Context: an optimization exercise on an open-source flow, tuned for small area and few clock cycles. The choices shown serve that exercise and are no tape-out recipe. Function was checked by simulation only, so behaviour that the tests miss may differ from the original. No activity file was given, so power comes from the tool's default toggle rates.

==> flow/design.v (outline; a module is shown in full before it is edited, if it fits) <==
// module alu: 609 lines
module alu #(
	parameter INST_W = 4,
	parameter INT_W  = 6,
	parameter FRAC_W = 10,
	parameter DATA_W = INT_W + FRAC_W
)(
	input                      i_clk,
	input                      i_rst_n,
	input                      i_in_valid,
	output                     o_busy,
	input         [INST_W-1:0] i_inst,
	input  signed [DATA_W-1:0] i_data_a,
	input  signed [DATA_W-1:0] i_data_b,
	output                     o_out_valid,
	output        [DATA_W-1:0] o_data
);
  // ...
==> flow/flow/run.sh <==
#!/bin/bash
# Own layout flow: the standard synthesis, then inverters around full
# adders are removed (fixinv.py flips adders, which are self-dual), then
# the standard layout with smaller port buffers (buf_2).
# Each step writes its full output to its own log in the work folder.
set -euo pipefail
cd "$(dirname "$0")/.."
W=$(pwd)
R=$W/orfs/results/${FLOW_PLATFORM:-sky130hd}/alu/base
bash standard.sh synth > synth.log 2>&1
cp "$R/1_2_yosys.v" "$W/1_2_yosys_standard.v"
python3 flow/fixinv.py "$W/1_2_yosys_standard.v" "$R/1_2_yosys.v" > fixinv.log 2>&1
rm -f "$R/1_synth.odb" "$R/1_synth.sdc"
bash standard.sh "BUFFER_PORTS_ARGS=-buffer_cell sky130_fd_sc_hd__buf_2" finish > layout.log 2>&1
==> flow/flow/fixinv.py <==
#!/usr/bin/env python3
"""Remove inverters around full adders in a Yosys gate netlist.
A full adder is self-dual: FA(~a,~b,~c) = (~sum, ~cout). Flipping an adder
(complementing its three inputs and both outputs) keeps the function; this
greedily flips adders where that lowers the number of inverters.
usage: fixinv.py in.v out.v"""
import re, sys

INV_RE = re.compile(r"sky130_fd_sc_hd__(inv|clkinv)_\d+$")
FA_RE = re.compile(r"sky130_fd_sc_hd__fa_\d+$")

def parse(path):
    text = open(path).read()
    lines = text.split("\n")
    head, cells, tail = [], [], []
    i = 0
    ports = set()
    # header: until first cell instance
    cell_start = re.compile(r"^  (sky130_fd_sc_hd__\w+) (\S+) \($")
    while i < len(lines) and not cell_start.match(lines[i]):
        head.append(lines[i])
        m = re.match(r"^\s*(input|output)\s+(\[\d+:\d+\]\s+)?(\S+);", lines[i])
        if m:
            ports.add(m.group(3))
        i += 1
    while i < len(lines):
        m = cell_start.match(lines[i])
        if not m:
            break
        typ, name = m.group(1), m.group(2)
        pins = []
        i += 1
        while lines[i].strip() != ");":
            pm = re.match(r"^\s*\.(\w+)\((.*)\),?$", lines[i])
            assert pm, lines[i]
            pins.append([pm.group(1), pm.group(2)])
            i += 1
        i += 1
        cells.append([typ, name, pins])
    tail = lines[i:]
    return head, cells, tail, ports

def is_port_net(net, ports):
    base = net.split("[")[0].strip()
    return base in ports

OUTPINS = ("X", "Y", "Q", "Q_N", "SUM", "COUT", "HI", "LO")

class Net:
    pass

def run(inp, outp):
    head, cells, tail, ports = parse(inp)
    C = {c[1]: c for c in cells}
    order = [c[1] for c in cells]
    newnets = []
    cnt = [0]

    def index():
        drv, loads = {}, {}
        for n in order:
            typ, name, pins = C[n]
            for p, net in pins:
                if p in OUTPINS:
                    drv[net] = (name, p)
                else:
                    loads.setdefault(net, []).append((name, p))
        return drv, loads

    def pin(cell, p):
        for q in cell[2]:
            if q[0] == p:
                return q
        raise KeyError(p)

    def newnet():
        cnt[0] += 1
        nm = f"_fixinv_n{cnt[0]}_"
        newnets.append(nm)
        return nm

    def newinv(a, y):
        cnt[0] += 1
        nm = f"_fixinv_c{cnt[0]}_"
        C[nm] = ["sky130_fd_sc_hd__inv_1", nm, [["A", a], ["Y", y]]]
        order.append(nm)

    def ninv():
        return sum(1 for n in order if INV_RE.match(C[n][0]))

    def flip(fname):
        drv, loads = index()
        fa = C[fname]
        # inputs
        for p in ("A", "B", "CIN"):
            q = pin(fa, p)
            n = q[1]
            d = drv.get(n)
            if d and INV_RE.match(C[d[0]][0]):
                q[1] = pin(C[d[0]], "A")[1]
            else:
                ex = [l for l in loads.get(n, []) if INV_RE.match(C[l[0]][0])]
                if ex:
                    q[1] = pin(C[ex[0][0]], "Y")[1]
                else:
                    y = newnet()
                    newinv(n, y)
                    q[1] = y
        # outputs
        for p in ("SUM", "COUT"):
            q = pin(fa, p)
            old = q[1]
            nn = newnet()
            q[1] = nn
            need_inv = is_port_net(old, ports)
            for (ln, lp) in loads.get(old, []):
                if ln == fname:
                    need_inv = True
                    continue
                lc = C[ln]
                if INV_RE.match(lc[0]) and not is_port_net(pin(lc, "Y")[1], ports):
                    y = pin(lc, "Y")[1]
                    # every use of y becomes nn
                    for m in order:
                        for pp in C[m][2]:
                            if pp[1] == y and pp[0] not in OUTPINS:
                                pp[1] = nn
                    order.remove(ln); del C[ln]
                else:
                    need_inv = True
            if need_inv:
                newinv(nn, old)
        # drop dead inverters
        changed = True
        while changed:
            changed = False
            drv, loads = index()
            for m in list(order):
                if INV_RE.match(C[m][0]):
                    y = pin(C[m], "Y")[1]
                    if not loads.get(y) and not is_port_net(y, ports):
                        order.remove(m); del C[m]; changed = True

    import copy
    fas = [n for n in order if FA_RE.match(C[n][0])]
    base = ninv()
    start = base
    for it in range(4):
        improved = False
        for f in fas:
            snap = (copy.deepcopy(C), list(order), list(newnets), cnt[0])
            flip(f)
            now = ninv()
            if now < base:
                base = now; improved = True
            else:
                C.clear(); C.update(snap[0]); order[:] = snap[1]; newnets[:] = snap[2]; cnt[0] = snap[3]
        if not improved:
            break
    sys.stderr.write(f"fixinv: inverters {start} -> {base}\n")
    # write
    out = []
    for l in head:
        out.append(l)
    # declare new nets before cells (after last wire line in head)
    used = set()
    for n in order:
        for p, net in C[n][2]:
            used.add(net)
    decl = [f"  wire {n};" for n in newnets if n in used]
    out = out[:-1] + decl + out[-1:] if out and out[-1].strip() == "" else out + decl
    for n in order:
        typ, name, pins = C[n]
        out.append(f"  {typ} {name} (")
        out.append(",\n".join(f"    .{p}({net})" for p, net in pins))
        out.append("  );")
    out.extend(tail)
    open(outp, "w").write("\n".join(out))

if __name__ == "__main__":
    run(sys.argv[1], sys.argv[2])
==> flow/standard.sh <==
#!/bin/bash
# synth_recipe.tcl (not shown) runs the flow's synth.tcl, then flattens the netlist and writes it again
# the make line also repeats each setting of config.mk as NAME=value (left out here)
make -C /OpenROAD-flow-scripts/flow DESIGN_CONFIG=/design/flow/config.mk WORK_HOME=/design/flow/orfs CLKGATE_MAP_FILE= SYNTH_SCRIPT=/design/flow/synth_recipe.tcl "${@:-finish}"
==> flow/config.mk <==
export PLATFORM = sky130hd
export DESIGN_NAME = alu
export DESIGN_NICKNAME = alu
export VERILOG_FILES = /design/flow/design.v
export SDC_FILE = /design/flow/constraint.sdc
export NUM_CORES = 4
export LEC_CHECK = 0
export ABC_AREA = 1
export CAP_MARGIN = 20
export CORE_MARGIN = 2
export CORE_UTILIZATION = 45
export CTS_BUF_LIST = sky130_fd_sc_hd__clkbuf_8
export CTS_CLUSTER_DIAMETER = 60
export CTS_CLUSTER_SIZE = 16
export GPL_TIMING_DRIVEN = 0
export SLEW_MARGIN = 20
==> flow/constraint.sdc <==
create_clock -name core_clock -period 10.0 [get_ports {i_clk}]
set_input_delay 2.0000 -clock core_clock [delete_from_list [all_inputs] [get_ports {i_clk}]]
set_output_delay 2.0000 -clock core_clock [all_outputs]
set_load 0.01 [all_outputs]
==> metrics.json, run 1 <==
{
  "run_status": {
    "outcome": "complete, no violations"
  },
  "timing": {
    "achievable-frequency_mhz": 104,
    "timing.setup.tns_ps": 0,
    "hold_viol_final": 0
  },
  "worst_setup_path": {
    "worst_setup_path_end_kind": "register",
    "timing.critical_path.max_delay_family": "compound AO/OA/AOI/OAI gates",
    "startpoint_type": "primary input",
    "timing.rr.end": "out_d_r[2]"
  },
  "routing": {
    "drt-pass1-iter-count": 6,
    "drt-wirelength-per-cell_um": 25.3
  },
  "cells_and_area": {
    "area_dominant_class": "multi-input gates",
    "area_growth_pct": 7.70,
    "multiInputGateArea_um2": 12800,
    "seq_share": 0.390,
    "multi_input_area_share": 0.484
  },
  "clock_tree": {
    "ctsRootBufferMaster": "sky130_fd_sc_hd__clkbuf_8",
    "max-clock-path-buffers": 3,
    "clock_insertion_delay_worst_skew_ps": 670,
    "tritoncts": "done"
  },
  "floorplanning": {
    "fp-row-count": 85,
    "die_w_um": 238,
    "initial_utilization": 0.457
  },
  "placement": {
    "place.gp.congestion": 0.998,
    "dp_hpwl_um": 68300,
    "numPlacedInstances": 3451,
    "dpl_cell_area_um2": 26000
  },
  "global_route": {
    "maximum_number_of_pins_on_one_net_before_global_route_repair": 22,
    "overflow": 0
  },
  "power": {
    "ir_drop_mv": 0.500
  },
  "synthesis": {
    "synth.yosys.warnings": 2,
    "syn-mean-instance-area_um2": 9.10
  }
}
Testbench counts, summed over its fixed seeds: cycles 8,008.
==> run 2: changes to the inputs <==
--- a/flow/design.v
+++ b/flow/design.v
@@ -34,17 +34,87 @@
 	integer k;
 	always @(*) begin
 		acc_rd = 20'd0;
 		for (k = 0; k < 16; k = k + 1)
 			acc_rd = acc_rd | ({20{acc_sel[k]}} & acc_d[k]);
 	end
 	wire [19:0] ad_x = acc_rd | ({20{op_as}} & {{4{a[15]}}, a});
 	wire [19:0] ad_y = {{4{b[15]}}, b} ^ {20{op_sub}};
-	wire [19:0] ad_s = ad_x + ad_y + {19'd0, op_sub};
+	wire [19:0] ad_g0 = ad_x & ad_y;
+	wire [19:0] ad_p0 = ad_x ^ ad_y;
+	wire ad_gc = ad_g0[0] | (ad_p0[0] & op_sub);
+	wire ad_G1 = ad_g0[1] | (ad_p0[1] & ad_gc);
+	wire ad_P1 = ad_p0[1] & ad_p0[0];
+	wire ad_G2 = ad_g0[3] | (ad_p0[3] & ad_g0[2]);
+	wire ad_P2 = ad_p0[3] & ad_p0[2];
+	wire ad_G3 = ad_g0[5] | (ad_p0[5] & ad_g0[4]);
+	wire ad_P3 = ad_p0[5] & ad_p0[4];
+	wire ad_G4 = ad_g0[7] | (ad_p0[7] & ad_g0[6]);
+	wire ad_P4 = ad_p0[7] & ad_p0[6];
+	wire ad_G5 = ad_g0[9] | (ad_p0[9] & ad_g0[8]);
+	wire ad_P5 = ad_p0[9] & ad_p0[8];
+	wire ad_G6 = ad_g0[11] | (ad_p0[11] & ad_g0[10]);
+	wire ad_P6 = ad_p0[11] & ad_p0[10];
+	wire ad_G7 = ad_g0[13] | (ad_p0[13] & ad_g0[12]);
+	wire ad_P7 = ad_p0[13] & ad_p0[12];
+	wire ad_G8 = ad_g0[15] | (ad_p0[15] & ad_g0[14]);
+	wire ad_P8 = ad_p0[15] & ad_p0[14];
+	wire ad_G9 = ad_g0[17] | (ad_p0[17] & ad_g0[16]);
+	wire ad_P9 = ad_p0[17] & ad_p0[16];
+	wire ad_G10 = ad_g0[19] | (ad_p0[19] & ad_g0[18]);
+	wire ad_P10 = ad_p0[19] & ad_p0[18];
+	wire ad_G11 = ad_G2 | (ad_P2 & ad_G1);
+	wire ad_P11 = ad_P2 & ad_P1;
+	wire ad_G12 = ad_G4 | (ad_P4 & ad_G3);
+	wire ad_P12 = ad_P4 & ad_P3;
+	wire ad_G13 = ad_G6 | (ad_P6 & ad_G5);
+	wire ad_P13 = ad_P6 & ad_P5;
+	wire ad_G14 = ad_G8 | (ad_P8 & ad_G7);
+	wire ad_P14 = ad_P8 & ad_P7;
+	wire ad_G15 = ad_G10 | (ad_P10 & ad_G9);
+	wire ad_P15 = ad_P10 & ad_P9;
+	wire ad_G16 = ad_G12 | (ad_P12 & ad_G11);
+	wire ad_P16 = ad_P12 & ad_P11;
+	wire ad_G17 = ad_G14 | (ad_P14 & ad_G13);
+	wire ad_P17 = ad_P14 & ad_P13;
+	wire ad_G18 = ad_G17 | (ad_P17 & ad_G16);
+	wire ad_P18 = ad_P17 & ad_P16;
+	wire ad_G19 = ad_G13 | (ad_P13 & ad_G16);
+	wire ad_P19 = ad_P13 & ad_P16;
+	wire ad_G20 = ad_G15 | (ad_P15 & ad_G18);
+	wire ad_P20 = ad_P15 & ad_P18;
+	wire ad_G21 = ad_G3 | (ad_P3 & ad_G11);
+	wire ad_P21 = ad_P3 & ad_P11;
+	wire ad_G22 = ad_G5 | (ad_P5 & ad_G16);
+	wire ad_P22 = ad_P5 & ad_P16;
+	wire ad_G23 = ad_G7 | (ad_P7 & ad_G19);
+	wire ad_P23 = ad_P7 & ad_P19;
+	wire ad_G24 = ad_G9 | (ad_P9 & ad_G18);
+	wire ad_P24 = ad_P9 & ad_P18;
+	wire ad_G25 = ad_g0[2] | (ad_p0[2] & ad_G1);
+	wire ad_P25 = ad_p0[2] & ad_P1;
+	wire ad_G26 = ad_g0[4] | (ad_p0[4] & ad_G11);
+	wire ad_P26 = ad_p0[4] & ad_P11;
+	wire ad_G27 = ad_g0[6] | (ad_p0[6] & ad_G21);
+	wire ad_P27 = ad_p0[6] & ad_P21;
+	wire ad_G28 = ad_g0[8] | (ad_p0[8] & ad_G16);
+	wire ad_P28 = ad_p0[8] & ad_P16;
+	wire ad_G29 = ad_g0[10] | (ad_p0[10] & ad_G22);
+	wire ad_P29 = ad_p0[10] & ad_P22;
+	wire ad_G30 = ad_g0[12] | (ad_p0[12] & ad_G19);
+	wire ad_P30 = ad_p0[12] & ad_P19;
+	wire ad_G31 = ad_g0[14] | (ad_p0[14] & ad_G23);
+	wire ad_P31 = ad_p0[14] & ad_P23;
+	wire ad_G32 = ad_g0[16] | (ad_p0[16] & ad_G18);
+	wire ad_P32 = ad_p0[16] & ad_P18;
+	wire ad_G33 = ad_g0[18] | (ad_p0[18] & ad_G24);
+	wire ad_P33 = ad_p0[18] & ad_P24;
+	wire [19:0] ad_sum = {ad_p0[19] ^ ad_G33, ad_p0[18] ^ ad_G24, ad_p0[17] ^ ad_G32, ad_p0[16] ^ ad_G18, ad_p0[15] ^ ad_G31, ad_p0[14] ^ ad_G23, ad_p0[13] ^ ad_G30, ad_p0[12] ^ ad_G19, ad_p0[11] ^ ad_G29, ad_p0[10] ^ ad_G22, ad_p0[9] ^ ad_G28, ad_p0[8] ^ ad_G16, ad_p0[7] ^ ad_G27, ad_p0[6] ^ ad_G21, ad_p0[5] ^ ad_G26, ad_p0[4] ^ ad_G11, ad_p0[3] ^ ad_G25, ad_p0[2] ^ ad_G1, ad_p0[1] ^ ad_gc, ad_p0[0] ^ op_sub};
+	wire [19:0] ad_s = ad_sum;
 	wire ad_ovf = ad_s[19] ? (ad_s[18:15] != 4'hF) : (ad_s[18:15] != 4'h0);
 	wire [15:0] ad_res = ad_ovf ? {ad_s[19], {15{~ad_s[19]}}} : ad_s[15:0];
 	always @(posedge i_clk or negedge i_rst_n)
 		if (!i_rst_n)
 			acc_v <= 16'd0;
 		else if (acc_we)
 			acc_v[idx] <= 1'b1;
 	generate for (g = 0; g < 16; g = g + 1) begin : g_acc
@@ -437,17 +507,134 @@
 	wire mt_s110 = mb_pp7_13 ^ mt_s84 ^ mt_c83;
 	wire mt_c110 = (mb_pp7_13 & mt_s84) | (mb_pp7_13 & mt_c83) | (mt_s84 & mt_c83);
 	wire mt_s111 = mb_pp6_16 ^ mb_pp7_14 ^ mt_c84;
 	wire mt_c111 = (mb_pp6_16 & mb_pp7_14) | (mb_pp6_16 & mt_c84) | (mb_pp7_14 & mt_c84);
 	wire mt_s112 = 1'b1 ^ mb_pp7_15;
 	wire mt_c112 = 1'b1 & mb_pp7_15;
 	wire [31:0] mp_s = {1'b1, mt_c112, mt_c111, mt_c110, mt_c109, mt_c108, mt_c107, mt_c106, mt_c105, mt_c104, mt_c103, mt_c102, mt_c101, mt_c100, mt_c99, mt_c98, mt_c97, mt_c96, mt_c95, mt_c94, mt_c93, mt_c92, mt_c91, mt_c90, mt_c89, mt_c88, mt_c87, mt_c86, mt_c85, mt_s85, mb_pp0_1, mb_neg0};
 	wire [31:0] mp_c = {1'b0, mb_pp7_16, mt_s112, mt_s111, mt_s110, mt_s109, mt_s108, mt_s107, mt_s106, mt_s105, mt_s104, mt_s103, mt_s102, mt_s101, mt_s100, mt_s99, mt_s98, mt_s97, mt_s96, mt_s95, mt_s94, mt_s93, mt_s92, mt_s91, mt_s90, mt_s89, mt_s88, mt_s87, mt_s86, mb_pp1_0, 1'b0, mb_pp0_0};
-	wire [31:0] pr = mp_s + mp_c;
+	wire [31:0] pr_g0 = mp_s & mp_c;
+	wire [31:0] pr_p0 = mp_s ^ mp_c;
+	wire pr_G1 = pr_g0[1] | (pr_p0[1] & pr_g0[0]);
+	wire pr_P1 = pr_p0[1] & pr_p0[0];
+	wire pr_G2 = pr_g0[3] | (pr_p0[3] & pr_g0[2]);
+	wire pr_P2 = pr_p0[3] & pr_p0[2];
+	wire pr_G3 = pr_g0[5] | (pr_p0[5] & pr_g0[4]);
+	wire pr_P3 = pr_p0[5] & pr_p0[4];
+	wire pr_G4 = pr_g0[7] | (pr_p0[7] & pr_g0[6]);
+	wire pr_P4 = pr_p0[7] & pr_p0[6];
+	wire pr_G5 = pr_g0[9] | (pr_p0[9] & pr_g0[8]);
+	wire pr_P5 = pr_p0[9] & pr_p0[8];
+	wire pr_G6 = pr_g0[11] | (pr_p0[11] & pr_g0[10]);
+	wire pr_P6 = pr_p0[11] & pr_p0[10];
+	wire pr_G7 = pr_g0[13] | (pr_p0[13] & pr_g0[12]);
+	wire pr_P7 = pr_p0[13] & pr_p0[12];
+	wire pr_G8 = pr_g0[15] | (pr_p0[15] & pr_g0[14]);
+	wire pr_P8 = pr_p0[15] & pr_p0[14];
+	wire pr_G9 = pr_g0[17] | (pr_p0[17] & pr_g0[16]);
+	wire pr_P9 = pr_p0[17] & pr_p0[16];
+	wire pr_G10 = pr_g0[19] | (pr_p0[19] & pr_g0[18]);
+	wire pr_P10 = pr_p0[19] & pr_p0[18];
+	wire pr_G11 = pr_g0[21] | (pr_p0[21] & pr_g0[20]);
+	wire pr_P11 = pr_p0[21] & pr_p0[20];
+	wire pr_G12 = pr_g0[23] | (pr_p0[23] & pr_g0[22]);
+	wire pr_P12 = pr_p0[23] & pr_p0[22];
+	wire pr_G13 = pr_g0[25] | (pr_p0[25] & pr_g0[24]);
+	wire pr_P13 = pr_p0[25] & pr_p0[24];
+	wire pr_G14 = pr_g0[27] | (pr_p0[27] & pr_g0[26]);
+	wire pr_P14 = pr_p0[27] & pr_p0[26];
+	wire pr_G15 = pr_g0[29] | (pr_p0[29] & pr_g0[28]);
+	wire pr_P15 = pr_p0[29] & pr_p0[28];
+	wire pr_G16 = pr_g0[31] | (pr_p0[31] & pr_g0[30]);
+	wire pr_P16 = pr_p0[31] & pr_p0[30];
+	wire pr_G17 = pr_G2 | (pr_P2 & pr_G1);
+	wire pr_P17 = pr_P2 & pr_P1;
+	wire pr_G18 = pr_G4 | (pr_P4 & pr_G3);
+	wire pr_P18 = pr_P4 & pr_P3;
+	wire pr_G19 = pr_G6 | (pr_P6 & pr_G5);
+	wire pr_P19 = pr_P6 & pr_P5;
+	wire pr_G20 = pr_G8 | (pr_P8 & pr_G7);
+	wire pr_P20 = pr_P8 & pr_P7;
+	wire pr_G21 = pr_G10 | (pr_P10 & pr_G9);
+	wire pr_P21 = pr_P10 & pr_P9;
+	wire pr_G22 = pr_G12 | (pr_P12 & pr_G11);
+	wire pr_P22 = pr_P12 & pr_P11;
+	wire pr_G23 = pr_G14 | (pr_P14 & pr_G13);
+	wire pr_P23 = pr_P14 & pr_P13;
+	wire pr_G24 = pr_G16 | (pr_P16 & pr_G15);
+	wire pr_P24 = pr_P16 & pr_P15;
+	wire pr_G25 = pr_G18 | (pr_P18 & pr_G17);
+	wire pr_P25 = pr_P18 & pr_P17;
+	wire pr_G26 = pr_G20 | (pr_P20 & pr_G19);
+	wire pr_P26 = pr_P20 & pr_P19;
+	wire pr_G27 = pr_G22 | (pr_P22 & pr_G21);
+	wire pr_P27 = pr_P22 & pr_P21;
+	wire pr_G28 = pr_G24 | (pr_P24 & pr_G23);
+	wire pr_P28 = pr_P24 & pr_P23;
+	wire pr_G29 = pr_G26 | (pr_P26 & pr_G25);
+	wire pr_P29 = pr_P26 & pr_P25;
+	wire pr_G30 = pr_G28 | (pr_P28 & pr_G27);
+	wire pr_P30 = pr_P28 & pr_P27;
+	wire pr_G31 = pr_G30 | (pr_P30 & pr_G29);
+	wire pr_P31 = pr_P30 & pr_P29;
+	wire pr_G32 = pr_G27 | (pr_P27 & pr_G29);
+	wire pr_P32 = pr_P27 & pr_P29;
+	wire pr_G33 = pr_G19 | (pr_P19 & pr_G25);
+	wire pr_P33 = pr_P19 & pr_P25;
+	wire pr_G34 = pr_G21 | (pr_P21 & pr_G29);
+	wire pr_P34 = pr_P21 & pr_P29;
+	wire pr_G35 = pr_G23 | (pr_P23 & pr_G32);
+	wire pr_P35 = pr_P23 & pr_P32;
+	wire pr_G36 = pr_G3 | (pr_P3 & pr_G17);
+	wire pr_P36 = pr_P3 & pr_P17;
+	wire pr_G37 = pr_G5 | (pr_P5 & pr_G25);
+	wire pr_P37 = pr_P5 & pr_P25;
+	wire pr_G38 = pr_G7 | (pr_P7 & pr_G33);
+	wire pr_P38 = pr_P7 & pr_P33;
+	wire pr_G39 = pr_G9 | (pr_P9 & pr_G29);
+	wire pr_P39 = pr_P9 & pr_P29;
+	wire pr_G40 = pr_G11 | (pr_P11 & pr_G34);
+	wire pr_P40 = pr_P11 & pr_P34;
+	wire pr_G41 = pr_G13 | (pr_P13 & pr_G32);
+	wire pr_P41 = pr_P13 & pr_P32;
+	wire pr_G42 = pr_G15 | (pr_P15 & pr_G35);
+	wire pr_P42 = pr_P15 & pr_P35;
+	wire pr_G43 = pr_g0[2] | (pr_p0[2] & pr_G1);
+	wire pr_P43 = pr_p0[2] & pr_P1;
+	wire pr_G44 = pr_g0[4] | (pr_p0[4] & pr_G17);
+	wire pr_P44 = pr_p0[4] & pr_P17;
+	wire pr_G45 = pr_g0[6] | (pr_p0[6] & pr_G36);
+	wire pr_P45 = pr_p0[6] & pr_P36;
+	wire pr_G46 = pr_g0[8] | (pr_p0[8] & pr_G25);
+	wire pr_P46 = pr_p0[8] & pr_P25;
+	wire pr_G47 = pr_g0[10] | (pr_p0[10] & pr_G37);
+	wire pr_P47 = pr_p0[10] & pr_P37;
+	wire pr_G48 = pr_g0[12] | (pr_p0[12] & pr_G33);
+	wire pr_P48 = pr_p0[12] & pr_P33;
+	wire pr_G49 = pr_g0[14] | (pr_p0[14] & pr_G38);
+	wire pr_P49 = pr_p0[14] & pr_P38;
+	wire pr_G50 = pr_g0[16] | (pr_p0[16] & pr_G29);
+	wire pr_P50 = pr_p0[16] & pr_P29;
+	wire pr_G51 = pr_g0[18] | (pr_p0[18] & pr_G39);
+	wire pr_P51 = pr_p0[18] & pr_P39;
+	wire pr_G52 = pr_g0[20] | (pr_p0[20] & pr_G34);
+	wire pr_P52 = pr_p0[20] & pr_P34;
+	wire pr_G53 = pr_g0[22] | (pr_p0[22] & pr_G40);
+	wire pr_P53 = pr_p0[22] & pr_P40;
+	wire pr_G54 = pr_g0[24] | (pr_p0[24] & pr_G32);
+	wire pr_P54 = pr_p0[24] & pr_P32;
+	wire pr_G55 = pr_g0[26] | (pr_p0[26] & pr_G41);
+	wire pr_P55 = pr_p0[26] & pr_P41;
+	wire pr_G56 = pr_g0[28] | (pr_p0[28] & pr_G35);
+	wire pr_P56 = pr_p0[28] & pr_P35;
+	wire pr_G57 = pr_g0[30] | (pr_p0[30] & pr_G42);
+	wire pr_P57 = pr_p0[30] & pr_P42;
+	wire [31:0] pr_sum = {pr_p0[31] ^ pr_G57, pr_p0[30] ^ pr_G42, pr_p0[29] ^ pr_G56, pr_p0[28] ^ pr_G35, pr_p0[27] ^ pr_G55, pr_p0[26] ^ pr_G41, pr_p0[25] ^ pr_G54, pr_p0[24] ^ pr_G32, pr_p0[23] ^ pr_G53, pr_p0[22] ^ pr_G40, pr_p0[21] ^ pr_G52, pr_p0[20] ^ pr_G34, pr_p0[19] ^ pr_G51, pr_p0[18] ^ pr_G39, pr_p0[17] ^ pr_G50, pr_p0[16] ^ pr_G29, pr_p0[15] ^ pr_G49, pr_p0[14] ^ pr_G38, pr_p0[13] ^ pr_G48, pr_p0[12] ^ pr_G33, pr_p0[11] ^ pr_G47, pr_p0[10] ^ pr_G37, pr_p0[9] ^ pr_G46, pr_p0[8] ^ pr_G25, pr_p0[7] ^ pr_G45, pr_p0[6] ^ pr_G36, pr_p0[5] ^ pr_G44, pr_p0[4] ^ pr_G17, pr_p0[3] ^ pr_G43, pr_p0[2] ^ pr_G1, pr_p0[1] ^ pr_g0[0], pr_p0[0] ^ 1'b0};
+	wire [31:0] pr = pr_sum;
 	wire mul_ovf = pr[31] ? (pr[30:25] != 6'h3F) : (pr[30:25] != 6'h00);
 	wire [15:0] mul_res = mul_ovf ? {pr[31], {15{~pr[31]}}} : pr[25:10];
 	wire [5:0] ai = a[15:10];
 	wire sp_pass = ~ai[5] & (ai[4:1] != 4'd0);           
 	wire sp_c0   = ~ai[5] & (ai[4:1] == 4'd0);           
 	wire sp_c1   = (ai == 6'h3F);                        
 	wire sp_c2   = (ai == 6'h3E);                        
 	wire sp_c3   = (ai == 6'h3D);                        
@@ -529,22 +716,27 @@
 	wire sp2_r0_2 = (~sp2_r1_3 & ~sp2_r0_3 & sp1_q[2]) | (sp2_r1_3 & ~sp1_q[2]);
 	assign sp2_q[1] = sp2_r1_2 | (sp2_r0_2 & sp1_q[1]);
 	wire sp2_r1_1 = (sp2_r0_2 & ~sp1_q[1]) | (sp2_r1_2 & sp1_q[1]);
 	wire sp2_r0_1 = (~sp2_r1_2 & ~sp2_r0_2 & sp1_q[1]) | (sp2_r1_2 & ~sp1_q[1]);
 	assign sp2_q[0] = sp2_r1_1 | (sp2_r0_1 & sp1_q[0]);
 	wire sp2_r1_0 = (sp2_r0_1 & ~sp1_q[0]) | (sp2_r1_1 & sp1_q[0]);
 	wire sp2_r0_0 = (~sp2_r1_1 & ~sp2_r0_1 & sp1_q[0]) | (sp2_r1_1 & ~sp1_q[0]);
 	wire [1:0] sp2_r = {sp2_r1_0, sp2_r0_0};
-	wire [3:0] sp_m9 = {1'b0, sp2_r, 1'b0} + {2'b0, sp2_r} + {2'b0, sp1_r};
+	wire sp_m9ge5 = (sp2_r == 2'd2) | ((sp2_r == 2'd1) & (sp1_r == 2'd2));
 	wire sp_inc = sp_c1 ? (sp1_r == 2'd2) :
-	              sp_c2 ? (sp_m9 >= 4'd5) :
-	              sp_c3 ? (sp_m9 >= 4'd5) : 1'b0;
+	              (sp_c2 | sp_c3) ? sp_m9ge5 : 1'b0;
 	wire [10:0] sp_q = (sp_c2 | sp_c3) ? sp2_q[10:0] : sp1_q[10:0];
-	wire [10:0] sp_v = sp_q + {10'd0, sp_inc};
+	wire [10:0] sp_ic;
+	assign sp_ic[0] = sp_inc;
+	genvar gi;
+	generate for (gi = 1; gi < 11; gi = gi + 1) begin : g_inc
+		assign sp_ic[gi] = sp_ic[gi-1] & sp_q[gi-1];
+	end endgenerate
+	wire [10:0] sp_v = sp_q ^ sp_ic;
 	wire [15:0] sp_res = sp_pass ? a : {5'd0, sp_v & {11{sp_c0 | sp_c1 | sp_c2 | sp_c3}}};
 	wire op_ars = (op == 4'd6);
 	wire [3:0] sh_n = ~b[3:0] + 4'd1;
 	wire [3:0] sh = op_ars ? b[3:0] : sh_n;
 	wire [15:0] rr0 = sh[0] ? {a[0], a[15:1]} : a;
 	wire [15:0] rr1 = sh[1] ? {rr0[1:0], rr0[15:2]} : rr0;
 	wire [15:0] rr2 = sh[2] ? {rr1[3:0], rr1[15:4]} : rr1;
 	wire [15:0] rr3 = sh[3] ? {rr2[7:0], rr2[15:8]} : rr2;
==> flow/flow/run.sh (replaced) <==
#!/bin/bash
# Own layout flow: the standard synthesis, then inverters around full
# adders are removed (fixinv.py flips adders, which are self-dual; if it
# fails, the standard netlist is kept), then the standard layout with
# smaller port buffers (buf_2).
# Each step writes its full output to its own log in the work folder.
set -euo pipefail
cd "$(dirname "$0")/.."
W=$(pwd)
R=$W/orfs/results/${FLOW_PLATFORM:-sky130hd}/alu/base
bash standard.sh synth > synth.log 2>&1
cp "$R/1_2_yosys.v" "$W/1_2_yosys_standard.v"
if python3 flow/fixinv.py "$W/1_2_yosys_standard.v" "$W/1_2_yosys_fixinv.v" > fixinv.log 2>&1; then
  cp "$W/1_2_yosys_fixinv.v" "$R/1_2_yosys.v"
  rm -f "$R/1_synth.odb" "$R/1_synth.sdc"
fi
bash standard.sh "BUFFER_PORTS_ARGS=-buffer_cell sky130_fd_sc_hd__buf_2" finish > layout.log 2>&1
--- a/flow/flow/fixinv.py
+++ b/flow/flow/fixinv.py
@@ -11,17 +11,17 @@
 
 def parse(path):
     text = open(path).read()
     lines = text.split("\n")
     head, cells, tail = [], [], []
     i = 0
     ports = set()
     # header: until first cell instance
-    cell_start = re.compile(r"^  (sky130_fd_sc_hd__\w+) (\S+) \($")
+    cell_start = re.compile(r"^  (sky130_fd_sc_hd__\w+) (\S+)\s+\($")
     while i < len(lines) and not cell_start.match(lines[i]):
         head.append(lines[i])
         m = re.match(r"^\s*(input|output)\s+(\[\d+:\d+\]\s+)?(\S+);", lines[i])
         if m:
             ports.add(m.group(3))
         i += 1
     while i < len(lines):
         m = cell_start.match(lines[i])
@@ -33,16 +33,18 @@
         while lines[i].strip() != ");":
             pm = re.match(r"^\s*\.(\w+)\((.*)\),?$", lines[i])
             assert pm, lines[i]
             pins.append([pm.group(1), pm.group(2)])
             i += 1
         i += 1
         cells.append([typ, name, pins])
     tail = lines[i:]
+    if any("sky130_fd_sc_hd__" in l for l in tail):
+        raise SystemExit("fixinv: could not parse every cell")
     return head, cells, tail, ports
 
 def is_port_net(net, ports):
     base = net.split("[")[0].strip()
     return base in ports
 
 OUTPINS = ("X", "Y", "Q", "Q_N", "SUM", "COUT", "HI", "LO")
 
@@ -153,16 +155,21 @@
             now = ninv()
             if now < base:
                 base = now; improved = True
             else:
                 C.clear(); C.update(snap[0]); order[:] = snap[1]; newnets[:] = snap[2]; cnt[0] = snap[3]
         if not improved:
             break
     sys.stderr.write(f"fixinv: inverters {start} -> {base}\n")
+    # every net with a load must have a driver or be a port
+    drv, loads = index()
+    for net in loads:
+        if net not in drv and not is_port_net(net, ports) and not net.startswith("1'"):
+            raise SystemExit(f"fixinv: net {net} lost its driver")
     # write
     out = []
     for l in head:
         out.append(l)
     # declare new nets before cells (after last wire line in head)
     used = set()
     for n in order:
         for p, net in C[n][2]:
==> flow/config.mk (replaced) <==
export PLATFORM = sky130hd
export DESIGN_NAME = alu
export DESIGN_NICKNAME = alu
export VERILOG_FILES = /design/flow/design.v
export SDC_FILE = /design/flow/constraint.sdc
export NUM_CORES = 4
export LEC_CHECK = 0
export ABC_AREA = 1
export CAP_MARGIN = 20
export CORE_MARGIN = 2
export CORE_UTILIZATION = 55
export CTS_BUF_LIST = sky130_fd_sc_hd__clkbuf_8
export CTS_CLUSTER_DIAMETER = 60
export CTS_CLUSTER_SIZE = 16
export GPL_TIMING_DRIVEN = 0
export SLEW_MARGIN = 20
==> metrics.json, run 2 <==
{
  "clock_tree": {
    "max-clock-path-buffers": {"value": 3, "change": "unchanged"},
    "tritoncts": {"value": "done", "change": "unchanged"},
    "clock_insertion_delay_worst_skew": {"value": 620, "unit": "ps", "change": "was 670 ps"},
    "htreeDepth": {"value": 1, "change": "unchanged"},
    "cts-hold-fix-buffers": {"value": 0, "change": "unchanged"},
    "clock_sinks": {"value": 353, "change": "unchanged"},
    "numCtsBuffers": {"value": 27, "change": "was 30"},
    "clkSlewWorstSetupHoldPaths": {"value": 100, "unit": "ps", "change": "about the same"},
    "ctsRootBufferMaster": {"value": "sky130_fd_sc_hd__clkbuf_8", "change": "unchanged"}
  },
  "floorplanning": {
    "placeableCoreArea": {"value": 43000, "unit": "um2", "change": "was 54000 um2"},
    "die_w": {"value": 213, "unit": "um", "change": "was 238 um"},
    "io-pin-count": {"value": 57, "change": "unchanged"},
    "initial_utilization": {"value": 0.557, "change": "was 0.457"},
    "die_area": {"value": 45200, "unit": "um2", "change": "was 56700 um2"},
    "fp-row-count": {"value": 76, "change": "was 85"},
    "chipHeight": {"value": 213, "unit": "um", "change": "was 238 um"}
  },
  "placement": {
    "numPlacedInstances": {"value": 3110, "change": "was 3451"},
    "place.gp.congestion": {"value": 1.07, "change": "was 0.998"},
    "port_buffers": {"value": 40, "change": "was 41"},
    "dp_hpwl": {"value": 59800, "unit": "um", "change": "was 68300 um"}
  },
  "worst_setup_path": {
    "timing.rr.end": {"value": "out_d_r[9]", "change": "was out_d_r[2]"},
    "worstPathBufferInverterCount": {"value": 6, "change": "was 7"},
    "crit_path_frequent_cell": {"value": "sky130_fd_sc_hd__fa_1", "change": "was sky130_fd_sc_hd__nand2_1"},
    "worstSetupPathType": {"value": "primary input to register", "change": "unchanged"},
    "worstRegToRegCells": {"value": 33, "change": "was 29"},
    "worst_setup_path_end_kind": {"value": "register", "change": "unchanged"},
    "minimum_setup_slack_among_reg_to_reg_paths": {"value": 2890, "unit": "ps", "change": "was 3680 ps"},
    "worstPathMaxFanout": {"value": 10, "change": "was 11"},
    "slowest_stage_delay_on_critical_path": {"value": 720, "unit": "ps", "change": "was 670 ps"},
    "cp_depth": {"value": 30, "change": "was 32"},
    "crit_slowest_cell": {"value": "sky130_fd_sc_hd__a2111oi_1", "change": "was sky130_fd_sc_hd__buf_1"},
    "arrival": {"value": 10290, "unit": "ps", "change": "was 10080 ps"},
    "rr_startpoint": {"value": "acc_v[11]", "change": "was acc_v[12]"},
    "timing.critical_path.max_delay_family": {"value": "adder cells", "change": "was compound AO/OA/AOI/OAI gates"},
    "startpoint_type": {"value": "primary input", "change": "unchanged"},
    "required": {"value": 10460, "unit": "ps", "change": "was 10490 ps"}
  },
  "cells_and_area": {
    "most_common_library_cell_in_the_layout_ignoring_fill_and_taps": {"value": "sky130_fd_sc_hd__nand2_1", "change": "unchanged"},
    "post_route_cells_drive_above_1_share": {"value": 0.0987, "change": "was 0.0733"},
    "num-nets-final": {"value": 2796, "change": "was 3005"},
    "top_regs": {"value": "acc_d: 320 flops, acc_v: 16 flops, out_d_r: 16 flops", "change": "unchanged"},
    "layoutNonFillerInstCount": {"value": 3159, "change": "was 3495"},
    "most-common-layout-cells": {"value": "397 x sky130_fd_sc_hd__nand2_1, 320 x sky130_fd_sc_hd__edfxtp_1, 290 x sky130_fd_sc_hd__inv_1, 183 x sky130_fd_sc_hd__xor2_1, 165 x sky130_fd_sc_hd__o21ai_0", "change": "was 533 x sky130_fd_sc_hd__nand2_1, 320 x sky130_fd_sc_hd__edfxtp_1, 273 x sky130_fd_sc_hd__inv_1, 187 x sky130_fd_sc_hd__o21ai_0, 184 x sky130_fd_sc_hd__xor2_1"},
    "filler_cell_count": {"value": 3714, "change": "was 5136"},
    "largest_register_ffs": {"value": 320, "change": "unchanged"},
    "top_register": {"value": "acc_d", "change": "unchanged"},
    "area_growth": {"value": 7.96, "unit": "%", "change": "was 7.70%"}
  },
  "timing": {
    "worstMarginPinSlew": {"value": 1060, "unit": "ps", "change": "was 1210 ps"},
    "post-route-min-period": {"value": 9830, "unit": "ps", "change": "was 9590 ps"},
    "setup-violations-final": {"value": 0, "change": "unchanged"},
    "hold_viol_final": {"value": 0, "change": "unchanged"},
    "slew_headroom": {"value": 0.277, "change": "was 0.183"},
    "finClkSkew": {"value": 41.9, "unit": "ps", "change": "was 29.2 ps"},
    "fin_worst_hold_slack": {"value": 475, "unit": "ps", "change": "was 459 ps"},
    "maxSlewViolCount": {"value": 0, "change": "unchanged"},
    "timing.setup.tns": {"value": 0, "unit": "ps", "change": "unchanged"},
    "final.period_utilization": {"value": 0.983, "change": "was 0.959"},
    "achievable-frequency": {"value": 102, "unit": "MHz", "change": "was 104 MHz"}
  },
  "synthesis": {
    "synth.yosys.warnings": {"value": 2, "change": "unchanged"},
    "syn-mean-instance-area": {"value": 9.65, "unit": "um2", "change": "was 9.10 um2"},
    "net_count_synth": {"value": 2725, "change": "was 2933"},
    "synthesis.instances": {"value": 2481, "change": "was 2710"},
    "post_synth_instance_area": {"value": 23900, "unit": "um2", "change": "was 24700 um2"}
  },
  "worst_hold_path": {
    "whs_endpoint": {"value": "acc_v[15]", "change": "was acc_v[0]"},
    "min_path_type": {"value": "register to register", "change": "unchanged"},
    "hold_start": {"value": "acc_v[15]", "change": "was acc_v[0]"},
    "hold_path_depth": {"value": 2, "change": "unchanged"}
  },
  "routing": {
    "drt-wirelength-per-cell": {"value": 24.9, "unit": "um", "change": "was 25.3 um"},
    "drc": {"value": 0, "change": "unchanged"},
    "route.final.wire_length": {"value": 78800, "unit": "um", "change": "was 88300 um"},
    "dr_total_vias": {"value": 19600, "change": "was 20700"},
    "drt-pass1-iter-count": {"value": 6, "change": "unchanged"},
    "viasPerCell": {"value": 6.20, "change": "was 5.92"},
    "drt-initial-drc-count": {"value": 2108, "change": "was 1949"},
    "antenna_left": {"value": 0, "change": "unchanged"}
  },
  "global_route": {
    "grt_util_all_layers": {"value": 0.352, "change": "was 0.312"},
    "overflow": {"value": 0, "change": "unchanged"},
    "antenna_found_initial": {"value": 2, "change": "was 4"},
    "maximum_number_of_pins_on_one_net_before_global_route_repair": {"value": 22, "change": "unchanged"},
    "grt_pass1_wl": {"value": 118000, "unit": "um", "change": "was 131000 um"},
    "via_count_of_the_first_global_routing_pass": {"value": 19200, "change": "was 20200"}
  },
  "power": {
    "power": {"value": 0.00589, "unit": "W", "change": "was 0.00687 W"},
    "p_leak": {"value": 10.5, "unit": "nW", "change": "was 10.6 nW"},
    "ir_drop": {"value": 0.657, "unit": "mV", "change": "was 0.500 mV"},
    "power.density": {"value": 228, "unit": "nW/um2", "change": "was 258 nW/um2"}
  },
  "run_status": {
    "outcome": {"value": "complete, no violations", "change": "unchanged"}
  },
  "run": {
    "max-cap-violations": {"value": 0, "change": "unchanged"}
  }
}
-- run 2: worst max path at each step --
stage	slack, ps	start	end
after detailed placement	-2180	i_data_b[2]	out_d_r[1]
final	170	i_data_a[11]	out_d_r[12]
after floorplan	600	i_data_b[5]	out_d_r[4]
after CTS	20	i_data_b[9]	out_d_r[4]
after global routing	-40	i_data_b[11]	out_d_r[4]
after global placement	-2000	i_data_b[7]	out_d_r[4]
-- run 2: per-stage QoR --
step                       util  cell area [um2]  setup slack (ps)
after floorplan               -            23900               603
after global placement    0.579            24900             -2000
after detailed placement  0.583            25100             -2180
after CTS                 0.598            25700              17.1
after global routing      0.601            25800             -38.2
final                     0.601            25800               165
-- run 2: tightest hold or removal path, delay by kind of cell (launching register included) --
family          cells  cell delay [ps]
compound gates      1               60
buf+inv             1               40
flops               1              340
-- run 2: per-layer routing --
metal	vias to the layer above	share of wire	GRT usage
met2	1067	0.46	0.584
met3	265	0.085	0.0524
met1	9487	0.39	0.450
met4	2	0.062	0.184
met5	-	0.00015	0
li1	8764	-	-
-- run 2: repair_timing --
action / 4_1_cts / 5_1_grt
gates resized for setup: 62 / 54
setup buffers: 1 / 9
endpoints found under the setup margin: 80 / 15
gates cloned: 0 / 0
pin swaps: 0 / 1
-- run 2: power by group --
group | total [W] | internal [W] | switching (W) | leakage (nW)
registers | 0.00169 | 0.00169 | 0.00000456 | 3.17
clock network | 0.000758 | 0.000293 | 0.000464 | 0.322
logic | 0.00344 | 0.00122 | 0.00222 | 7.01
-- run 2: cell type report --
class	count	area, um2	area share
Inverter	298	1150	0.0444
Buffer	133	601	0.0232
Antenna cell	1	2.50	0.0000968
Clock inverter	22	135	0.00523
Tap cell	585	732	0.0283
Multi-Input combinational cell	1685	12200	0.470
Clock buffer	28	385	0.0149
Timing Repair Buffer	54	338	0.0131
Sequential cell	353	10400	0.401
Testbench counts of run 2, summed over its fixed seeds: cycles 8,008.
==> run 3: changes to the inputs <==
--- a/flow/config.mk
+++ b/flow/config.mk
@@ -10,3 +10,3 @@
 export CORE_MARGIN = 2
-export CORE_UTILIZATION = 55
+export CORE_UTILIZATION = 65
 export CTS_BUF_LIST = sky130_fd_sc_hd__clkbuf_8
==> metrics.json, run 3 <==
{
  "timing": {
    "final.period_utilization": {"value": 0.977, "change": "was 0.983"},
    "maxSlewViolCount": {"value": 0, "change": "unchanged"},
    "hold_viol_final": {"value": 0, "change": "unchanged"},
    "fin_worst_hold_slack": {"value": 478, "unit": "ps", "change": "was 475 ps"},
    "slew_headroom": {"value": 0.233, "change": "was 0.277"},
    "setup-violations-final": {"value": 0, "change": "unchanged"},
    "finClkSkew": {"value": 26.1, "unit": "ps", "change": "was 41.9 ps"},
    "post-route-min-period": {"value": 9770, "unit": "ps", "change": "was 9830 ps"},
    "worstMarginPinSlew": {"value": 1120, "unit": "ps", "change": "was 1060 ps"},
    "achievable-frequency": {"value": 102, "unit": "MHz", "change": "about the same"}
  },
  "global_route": {
    "overflow": {"value": 0, "change": "unchanged"},
    "antenna_found_initial": {"value": 4, "change": "was 2"},
    "maximum_number_of_pins_on_one_net_before_global_route_repair": {"value": 22, "change": "unchanged"},
    "via_count_of_the_first_global_routing_pass": {"value": 19400, "change": "was 19200"},
    "grt_util_all_layers": {"value": 0.407, "change": "was 0.352"},
    "grt_pass1_wl": {"value": 116000, "unit": "um", "change": "was 118000 um"}
  },
  "cells_and_area": {
    "post_route_cells_drive_above_1_share": {"value": 0.0944, "change": "was 0.0987"},
    "num-nets-final": {"value": 2799, "change": "was 2796"},
    "area_growth": {"value": 6.87, "unit": "%", "change": "was 7.96%"},
    "most_common_library_cell_in_the_layout_ignoring_fill_and_taps": {"value": "sky130_fd_sc_hd__nand2_1", "change": "unchanged"},
    "top_register": {"value": "acc_d", "change": "unchanged"},
    "post-route-util": {"value": 0.702, "change": "was 0.601"},
    "largest_register_ffs": {"value": 320, "change": "unchanged"},
    "most-common-layout-cells": {"value": "397 x sky130_fd_sc_hd__nand2_1, 320 x sky130_fd_sc_hd__edfxtp_1, 293 x sky130_fd_sc_hd__inv_1, 183 x sky130_fd_sc_hd__xor2_1, 165 x sky130_fd_sc_hd__o21ai_0", "change": "was 397 x sky130_fd_sc_hd__nand2_1, 320 x sky130_fd_sc_hd__edfxtp_1, 290 x sky130_fd_sc_hd__inv_1, 183 x sky130_fd_sc_hd__xor2_1, 165 x sky130_fd_sc_hd__o21ai_0"},
    "top_regs": {"value": "acc_d: 320 flops, acc_v: 16 flops, out_d_r: 16 flops", "change": "unchanged"}
  },
  "power": {
    "ir_drop": {"value": 0.432, "unit": "mV", "change": "was 0.657 mV"},
    "pwr-share-clk": {"value": 0.125, "change": "was 0.129"},
    "p_leak": {"value": 10.5, "unit": "nW", "change": "about the same"},
    "internal_power_contribution": {"value": 0.00316, "unit": "W", "change": "was 0.00321 W"},
    "combinationalPowerShare": {"value": 0.577, "change": "was 0.584"},
    "share_seq_of_total_power": {"value": 0.298, "change": "was 0.287"},
    "switching_power": {"value": 0.00253, "unit": "W", "change": "was 0.00269 W"},
    "power.share.switching": {"value": 0.445, "change": "was 0.456"},
    "power.density": {"value": 222, "unit": "nW/um2", "change": "was 228 nW/um2"}
  },
  "routing": {
    "antenna_left": {"value": 0, "change": "unchanged"},
    "route.final.wire_length": {"value": 77400, "unit": "um", "change": "was 78800 um"},
    "drc": {"value": 0, "change": "unchanged"},
    "viasPerCell": {"value": 6.55, "change": "was 6.20"},
    "dr_total_vias": {"value": 20000, "change": "was 19600"},
    "drt-initial-drc-count": {"value": 2287, "change": "was 2108"},
    "drt-wirelength-per-cell": {"value": 25.4, "unit": "um", "change": "was 24.9 um"},
    "drt-pass1-iter-count": {"value": 8, "change": "was 6"}
  },
  "placement": {
    "place.gp.congestion": {"value": 1.03, "change": "was 1.07"},
    "port_buffers": {"value": 40, "change": "unchanged"},
    "dp_hpwl": {"value": 58400, "unit": "um", "change": "was 59800 um"}
  },
  "synthesis": {
    "syn-mean-instance-area": {"value": 9.65, "unit": "um2", "change": "unchanged"},
    "post_synth_instance_area": {"value": 23900, "unit": "um2", "change": "unchanged"},
    "net_count_synth": {"value": 2725, "change": "unchanged"},
    "synthesis.instances": {"value": 2481, "change": "unchanged"},
    "synth.yosys.warnings": {"value": 2, "change": "unchanged"}
  },
  "clock_tree": {
    "clock_sinks": {"value": 353, "change": "unchanged"},
    "htreeDepth": {"value": 1, "change": "unchanged"},
    "numCtsBuffers": {"value": 26, "change": "was 27"},
    "tritoncts": {"value": "done", "change": "unchanged"},
    "clkSlewWorstSetupHoldPaths": {"value": 100, "unit": "ps", "change": "about the same"},
    "clock_insertion_delay_worst_skew": {"value": 610, "unit": "ps", "change": "was 620 ps"},
    "max-clock-path-buffers": {"value": 3, "change": "unchanged"},
    "cts-hold-fix-buffers": {"value": 0, "change": "unchanged"},
    "ctsRootBufferMaster": {"value": "sky130_fd_sc_hd__clkbuf_8", "change": "unchanged"}
  },
  "run": {
    "max-cap-violations": {"value": 0, "change": "unchanged"}
  },
  "floorplanning": {
    "die_area": {"value": 38400, "unit": "um2", "change": "was 45200 um2"},
    "io-pin-count": {"value": 57, "change": "unchanged"},
    "chipHeight": {"value": 196, "unit": "um", "change": "was 213 um"},
    "die_w": {"value": 196, "unit": "um", "change": "was 213 um"},
    "placeableCoreArea": {"value": 36400, "unit": "um2", "change": "was 43000 um2"},
    "fp-row-count": {"value": 70, "change": "was 76"},
    "initial_utilization": {"value": 0.657, "change": "was 0.557"}
  },
  "worst_setup_path": {
    "worstSetupPathType": {"value": "primary input to register", "change": "unchanged"},
    "timing.critical_path.max_delay_family": {"value": "adder cells", "change": "unchanged"},
    "slowest_stage_delay_on_critical_path": {"value": 720, "unit": "ps", "change": "about the same"},
    "startpoint_type": {"value": "primary input", "change": "unchanged"},
    "worstPathMaxFanout": {"value": 10, "change": "unchanged"},
    "worst_setup_path_end_kind": {"value": "register", "change": "unchanged"},
    "required": {"value": 10430, "unit": "ps", "change": "was 10460 ps"},
    "crit_slowest_cell": {"value": "sky130_fd_sc_hd__clkbuf_1", "change": "was sky130_fd_sc_hd__a2111oi_1"},
    "worstPathBufferInverterCount": {"value": 6, "change": "unchanged"},
    "arrival": {"value": 10200, "unit": "ps", "change": "was 10290 ps"}
  },
  "run_status": {
    "outcome": {"value": "complete, no violations", "change": "unchanged"}
  },
  "worst_hold_path": {
    "min_path_type": {"value": "register to register", "change": "unchanged"}
  }
}
==> run 3: cell count changes in the layout (fill, tap and decap cells not counted), moves of 3 or more <==
cell / delta
sky130_fd_sc_hd__nor2_2: +6
sky130_fd_sc_hd__clkinvlp_4: -5
sky130_fd_sc_hd__buf_6: +5
sky130_fd_sc_hd__nor2_4: -6
sky130_fd_sc_hd__clkbuf_1: +4
sky130_fd_sc_hd__buf_4: -4
sky130_fd_sc_hd__inv_1: +3
==> run 3: path summary, 6_finish.rpt <==
check                             startpoint    endpoint  slack [ps]  cells after the start
worst min register to register      acc_v[0]    acc_v[0]         480                      2
worst max register to register     acc_v[11]  out_d_r[9]        2780                     33
max in group asynchronous            i_rst_n   acc_v[10]        8420                      1
worst max-delay path            i_data_a[11]  out_d_r[4]         230                     32
min in group asynchronous            i_rst_n    acc_v[5]        1300                      1
worst min-delay path                acc_v[0]    acc_v[0]         480                      2
==> run 3: area by class of cell <==
cell class,instances,area (um2)
Antenna cell,2,5.00
Clock buffer,28,385
Multi-Input combinational cell,1685,12100
Inverter,298,1130
Fill cell,2693,10800
Timing Repair Buffer,55,344
Tap cell,468,586
Buffer,136,609
Sequential cell,353,10400
Clock inverter,20,87.6
==> run 3: metal layers <==
layer | part of all wire | vias to the layer above | global-route usage
met1 | 0.36 | 9537 | 0.521
met4 | 0.069 | 2 | 0.230
met3 | 0.10 | 299 | 0.0531
met2 | 0.47 | 1338 | 0.675
li1 | - | 8774 | -
met5 | 0.000052 | - | 0
==> run 3: through the flow <==
step                setup WS (ps)  TNS [ps]  area, um2  total power [W]  std cells
floorplan                     603         0      23900          0.00377       2481
finish                        230         0      25600          0.00569       3045
global placement            -1910    -95300      24700          0.00474       2989
global route                -46.9     -46.9      25600          0.00602       3045
detailed placement          -2100   -104200      24900          0.00485       2997
CTS                         -5.13     -5.13      25500          0.00558       3042
==> run 3: worst register-to-register path, delay by kind of cell (launching register included) <==
family	cells	cell delay, ps
AOI/OAI and AO/OA	12	2800
adders and majority gates	2	750
buffers and inverters	8	1890
DFF	1	340
and+or+nand+nor	11	1340
==> run 3: repair_timing <==
item,in CTS,in global routing
buffers inserted,0,7
endpoints found under the setup margin,80,15
resized for setup,55,65
==> run 3: power by group through the flow <==
stage / sequential [W] / combinational [W] / clock [W]
after detailed placement: 0.00173 / 0.00312 / 0
after CTS: 0.00169 / 0.00318 / 0.000704
after global placement: 0.00173 / 0.00301 / 0
after global routing: 0.00170 / 0.00357 / 0.000755
final: 0.00169 / 0.00329 / 0.000711
after floorplan: 0.00174 / 0.00203 / 0
==> run 4: changes to the inputs <==
--- a/flow/config.mk
+++ b/flow/config.mk
@@ -10,3 +10,3 @@
 export CORE_MARGIN = 2
-export CORE_UTILIZATION = 65
+export CORE_UTILIZATION = 45
 export CTS_BUF_LIST = sky130_fd_sc_hd__clkbuf_8
==> metrics.json, run 4 <==
{
  "power": {
    "power.density": {"value": 226, "unit": "nW/um2", "change": "was 222 nW/um2"},
    "internal_power_contribution": {"value": 0.00326, "unit": "W", "change": "was 0.00316 W"},
    "switching_power": {"value": 0.00264, "unit": "W", "change": "was 0.00253 W"},
    "pwr-share-clk": {"value": 0.144, "change": "was 0.125"},
    "ir_drop": {"value": 0.373, "unit": "mV", "change": "was 0.432 mV"},
    "power.share.switching": {"value": 0.447, "change": "was 0.445"},
    "share_seq_of_total_power": {"value": 0.287, "change": "was 0.298"},
    "p_leak": {"value": 10.5, "unit": "nW", "change": "about the same"},
    "combinationalPowerShare": {"value": 0.569, "change": "was 0.577"}
  },
  "cells_and_area": {
    "area_growth": {"value": 9.23, "unit": "%", "change": "was 6.87%"},
    "top_register": {"value": "acc_d", "change": "unchanged"},
    "most_common_library_cell_in_the_layout_ignoring_fill_and_taps": {"value": "sky130_fd_sc_hd__nand2_1", "change": "unchanged"},
    "post-route-util": {"value": 0.498, "change": "was 0.702"},
    "num-nets-final": {"value": 2812, "change": "was 2799"},
    "layout.cell_area.non_filler": {"value": 26200, "unit": "um2", "change": "was 25600 um2"},
    "top_regs": {"value": "acc_d: 320 flops, acc_v: 16 flops, out_d_r: 16 flops", "change": "unchanged"},
    "post_route_cells_drive_above_1_share": {"value": 0.107, "change": "was 0.0944"},
    "largest_register_ffs": {"value": 320, "change": "unchanged"},
    "most-common-layout-cells": {"value": "397 x sky130_fd_sc_hd__nand2_1, 320 x sky130_fd_sc_hd__edfxtp_1, 270 x sky130_fd_sc_hd__inv_1, 182 x sky130_fd_sc_hd__xor2_1, 166 x sky130_fd_sc_hd__o21ai_0", "change": "was 397 x sky130_fd_sc_hd__nand2_1, 320 x sky130_fd_sc_hd__edfxtp_1, 293 x sky130_fd_sc_hd__inv_1, 183 x sky130_fd_sc_hd__xor2_1, 165 x sky130_fd_sc_hd__o21ai_0"}
  },
  "synthesis": {
    "synthesis.instances": {"value": 2481, "change": "unchanged"},
    "post_synth_instance_area": {"value": 23900, "unit": "um2", "change": "unchanged"},
    "net_count_synth": {"value": 2725, "change": "unchanged"},
    "synth.yosys.warnings": {"value": 2, "change": "unchanged"},
    "syn-mean-instance-area": {"value": 9.65, "unit": "um2", "change": "unchanged"}
  },
  "worst_setup_path": {
    "cp_depth": {"value": 31, "change": "was 32"},
    "timing.critical_path.max_delay_family": {"value": "adder cells", "change": "unchanged"},
    "startpoint_type": {"value": "primary input", "change": "unchanged"},
    "arrival": {"value": 10190, "unit": "ps", "change": "was 10200 ps"},
    "worstRegToRegCells": {"value": 31, "change": "was 33"},
    "rr_startpoint": {"value": "acc_v[6]", "change": "was acc_v[11]"},
    "minimum_setup_slack_among_reg_to_reg_paths": {"value": 2830, "unit": "ps", "change": "was 2780 ps"},
    "worstPathBufferInverterCount": {"value": 6, "change": "unchanged"},
    "crit_path_frequent_cell": "sky130_fd_sc_hd__fa_1",
    "worst_setup_path_end_kind": {"value": "register", "change": "unchanged"},
    "slowest_stage_delay_on_critical_path": {"value": 720, "unit": "ps", "change": "about the same"},
    "crit_slowest_cell": {"value": "sky130_fd_sc_hd__clkbuf_1", "change": "unchanged"},
    "worstPathMaxFanout": {"value": 10, "change": "unchanged"},
    "timing.rr.end": {"value": "out_d_r[5]", "change": "was out_d_r[9]"},
    "worstSetupPathType": {"value": "primary input to register", "change": "unchanged"},
    "required": {"value": 10470, "unit": "ps", "change": "was 10430 ps"}
  },
  "global_route": {
    "grt_pass1_wl": {"value": 125000, "unit": "um", "change": "was 116000 um"},
    "groute.layer.met2.usage": {"value": 0.510, "change": "was 0.675"},
    "grt_util_all_layers": {"value": 0.302, "change": "was 0.407"},
    "overflow": {"value": 0, "change": "unchanged"},
    "via_count_of_the_first_global_routing_pass": {"value": 19200, "change": "was 19400"},
    "grt-busiest-layer": {"value": "met2", "change": "unchanged"},
    "met1_usage": {"value": 0.397, "change": "was 0.521"},
    "maximum_number_of_pins_on_one_net_before_global_route_repair": {"value": 22, "change": "unchanged"},
    "routing_usage_on_met3": {"value": 0.0382, "change": "was 0.0531"},
    "antenna_found_initial": {"value": 4, "change": "unchanged"}
  },
  "routing": {
    "viasPerCell": {"value": 5.96, "change": "was 6.55"},
    "drt-initial-drc-count": {"value": 1778, "change": "was 2287"},
    "drt-pass1-iter-count": {"value": 6, "change": "was 8"},
    "drc": {"value": 0, "change": "unchanged"},
    "antenna_left": {"value": 0, "change": "unchanged"},
    "dr_total_vias": {"value": 19500, "change": "was 20000"},
    "drt-wirelength-per-cell": {"value": 25.8, "unit": "um", "change": "was 25.4 um"},
    "route.final.wire_length": {"value": 84200, "unit": "um", "change": "was 77400 um"}
  },
  "timing": {
    "final.period_utilization": {"value": 0.973, "change": "was 0.977"},
    "setup-violations-final": {"value": 0, "change": "unchanged"},
    "achievable-frequency": {"value": 103, "unit": "MHz", "change": "was 102 MHz"},
    "post-route-worst-setup-slack": {"value": 275, "unit": "ps", "change": "was 230 ps"},
    "slew_headroom": {"value": 0.214, "change": "was 0.233"},
    "maxSlewViolCount": {"value": 0, "change": "unchanged"},
    "finClkSkew": {"value": 106, "unit": "ps", "change": "was 26.1 ps"},
    "post-route-min-period": {"value": 9730, "unit": "ps", "change": "was 9770 ps"},
    "worstMarginPinSlew": {"value": 1180, "unit": "ps", "change": "was 1120 ps"},
    "hold_viol_final": {"value": 0, "change": "unchanged"}
  },
  "worst_hold_path": {
    "hold_path_depth": {"value": 2, "change": "unchanged"},
    "whs_endpoint": {"value": "acc_v[0]", "change": "unchanged"},
    "min_path_type": {"value": "register to register", "change": "unchanged"},
    "hold_start": {"value": "acc_v[0]", "change": "unchanged"}
  },
  "clock_tree": {
    "htreeDepth": {"value": 1, "change": "unchanged"},
    "ctsRootBufferMaster": {"value": "sky130_fd_sc_hd__clkbuf_8", "change": "unchanged"},
    "clkSlewWorstSetupHoldPaths": {"value": 90, "unit": "ps", "change": "was 100 ps"},
    "max-clock-path-buffers": {"value": 3, "change": "unchanged"},
    "clock_insertion_delay_worst_skew": {"value": 700, "unit": "ps", "change": "was 610 ps"},
    "tritoncts": {"value": "done", "change": "unchanged"},
    "clock_sinks": {"value": 353, "change": "unchanged"},
    "numCtsBuffers": {"value": 30, "change": "was 26"}
  },
  "floorplanning": {
    "initial_utilization": {"value": 0.456, "change": "was 0.657"},
    "placeableCoreArea": {"value": 52600, "unit": "um2", "change": "was 36400 um2"},
    "die_w": {"value": 235, "unit": "um", "change": "was 196 um"},
    "io-pin-count": {"value": 57, "change": "unchanged"},
    "fp-row-count": {"value": 84, "change": "was 70"},
    "die_area": {"value": 55100, "unit": "um2", "change": "was 38400 um2"},
    "chipHeight": {"value": 235, "unit": "um", "change": "was 196 um"}
  },
  "placement": {
    "dpl_cell_area": {"value": 25200, "unit": "um2", "change": "was 24900 um2"},
    "port_buffers": {"value": 40, "change": "unchanged"},
    "dp_hpwl": {"value": 64100, "unit": "um", "change": "was 58400 um"},
    "place.gp.congestion": {"value": 0.973, "change": "was 1.03"},
    "dp_slack": {"value": -2550, "unit": "ps", "change": "was -2100 ps"}
  },
  "run_status": {
    "outcome": {"value": "complete, no violations", "change": "unchanged"}
  },
  "run": {
    "max-cap-violations": {"value": 0, "change": "unchanged"}
  }
}
## run 4: routing by layer
| metal | vias up | part of all wire |
|---|---|---|
| met4 | 0 | 0.043 |
| li1 | 8779 | - |
| met1 | 9672 | 0.41 |
| met2 | 870 | 0.48 |
| met5 | - | 0 |
| met3 | 183 | 0.071 |
## run 4: cell type report
class                           count  area [um2]
Buffer                            132         617
Antenna cell                        3        7.51
Timing Repair Buffer               68         438
Sequential cell                   353       10400
Inverter                          298        1170
Multi-Input combinational cell   1685       12100
Tap cell                          688         861
Clock buffer                       30         413
Clock inverter                     14         175
Fill cell                        4917       26400
## run 4: stage by stage
| step | setup TNS [ps] | hold WS (ps) | instances | power [W] |
|---|---|---|---|---|
| after CTS | 0 | 477 | 3249 | 0.00579 |
| after detailed placement | -93330 | 456 | 3213 | 0.00491 |
| after floorplan | 0 | 428 | 2481 | 0.00377 |
| after global routing | -8.75 | 500 | 3269 | 0.00634 |
| final | 0 | 478 | 3271 | 0.00590 |
| after global placement | -79690 | 445 | 3209 | 0.00481 |
## run 4: worst max path at each step
stage                  from  slack, ps          to
6_report       i_data_a[11]        270  out_d_r[3]
5_1_grt         i_data_b[3]         -9  out_d_r[4]
4_1_cts         i_data_b[7]         20  out_d_r[4]
3_5_place_dp    i_data_b[2]      -2550  out_d_r[4]
3_3_place_gp    i_data_b[2]      -2490  out_d_r[4]
2_1_floorplan   i_data_b[5]        600  out_d_r[4]
## run 4: worst register-to-register path: cells and delay by family, from the launching register on
family                   cells  cell delay (ps)
adder cells (fa/ha/maj)      2              840
AO/OA/AOI/OAI               12             2970
flip-flops                   1              410
AND/OR/NAND/NOR             10             1170
buffers and inverters        7             1790
## run 4: power by group through the flow
stage | Clock (W) | Combinational [W] | Sequential (W)
finish | 0.000847 | 0.00336 | 0.00169
global route | 0.000912 | 0.00373 | 0.00170
CTS | 0.000860 | 0.00323 | 0.00169
detailed placement | 0 | 0.00318 | 0.00173
global placement | 0 | 0.00308 | 0.00173
floorplan | 0 | 0.00203 | 0.00174
## run 4: repair_timing
action / CTS / global route
setup buffers: 2 / 22
hold buffers: 0 / 0
pin swaps: 0 / 1
resized for setup: 51 / 70
setup endpoints to repair: 64 / 15

re-timing with driven ports:
Ports are ideal in the flow. The routed layouts listed here were re-timed in OpenROAD. Step 1 sets driving cells, clkbuf_16 on the clock port and buf_2 on the other inputs (assumed; they add their load-dependent delay and slew). Step 2 moves the port delays by t, midway between the first and last clock arrival at a register: inputs arrive t later, outputs are due t later. That takes back most of the time a late clock gives input paths. Three values: ideal ports, drivers, drivers and shift; two values: the first two.
| run | t (ns) | slack for setup (ns) | worst register clock-pin slew, ns | cell pins on the clock port's net |
|---|---|---|---|---|
| run 1 | 0.712 | 0.407 / 0.446 / -0.266 | 0.10 / 0.10 | 1 |
| run 2 | 0.648 | 0.165 / 0.192 / -0.456 | 0.11 / 0.11 | 1 |
| run 3 | 0.639 | 0.230 / 0.248 / -0.391 | 0.12 / 0.12 | 1 |
| run 4 | 0.702 | 0.275 / 0.308 / -0.394 | 0.11 / 0.11 | 1 |
Met with ideal ports but missed after step 2: setup timing in every run listed. The setup slack of run 1, which loses most, moves by +0.039 ns with the drivers and by -0.673 ns with both steps.
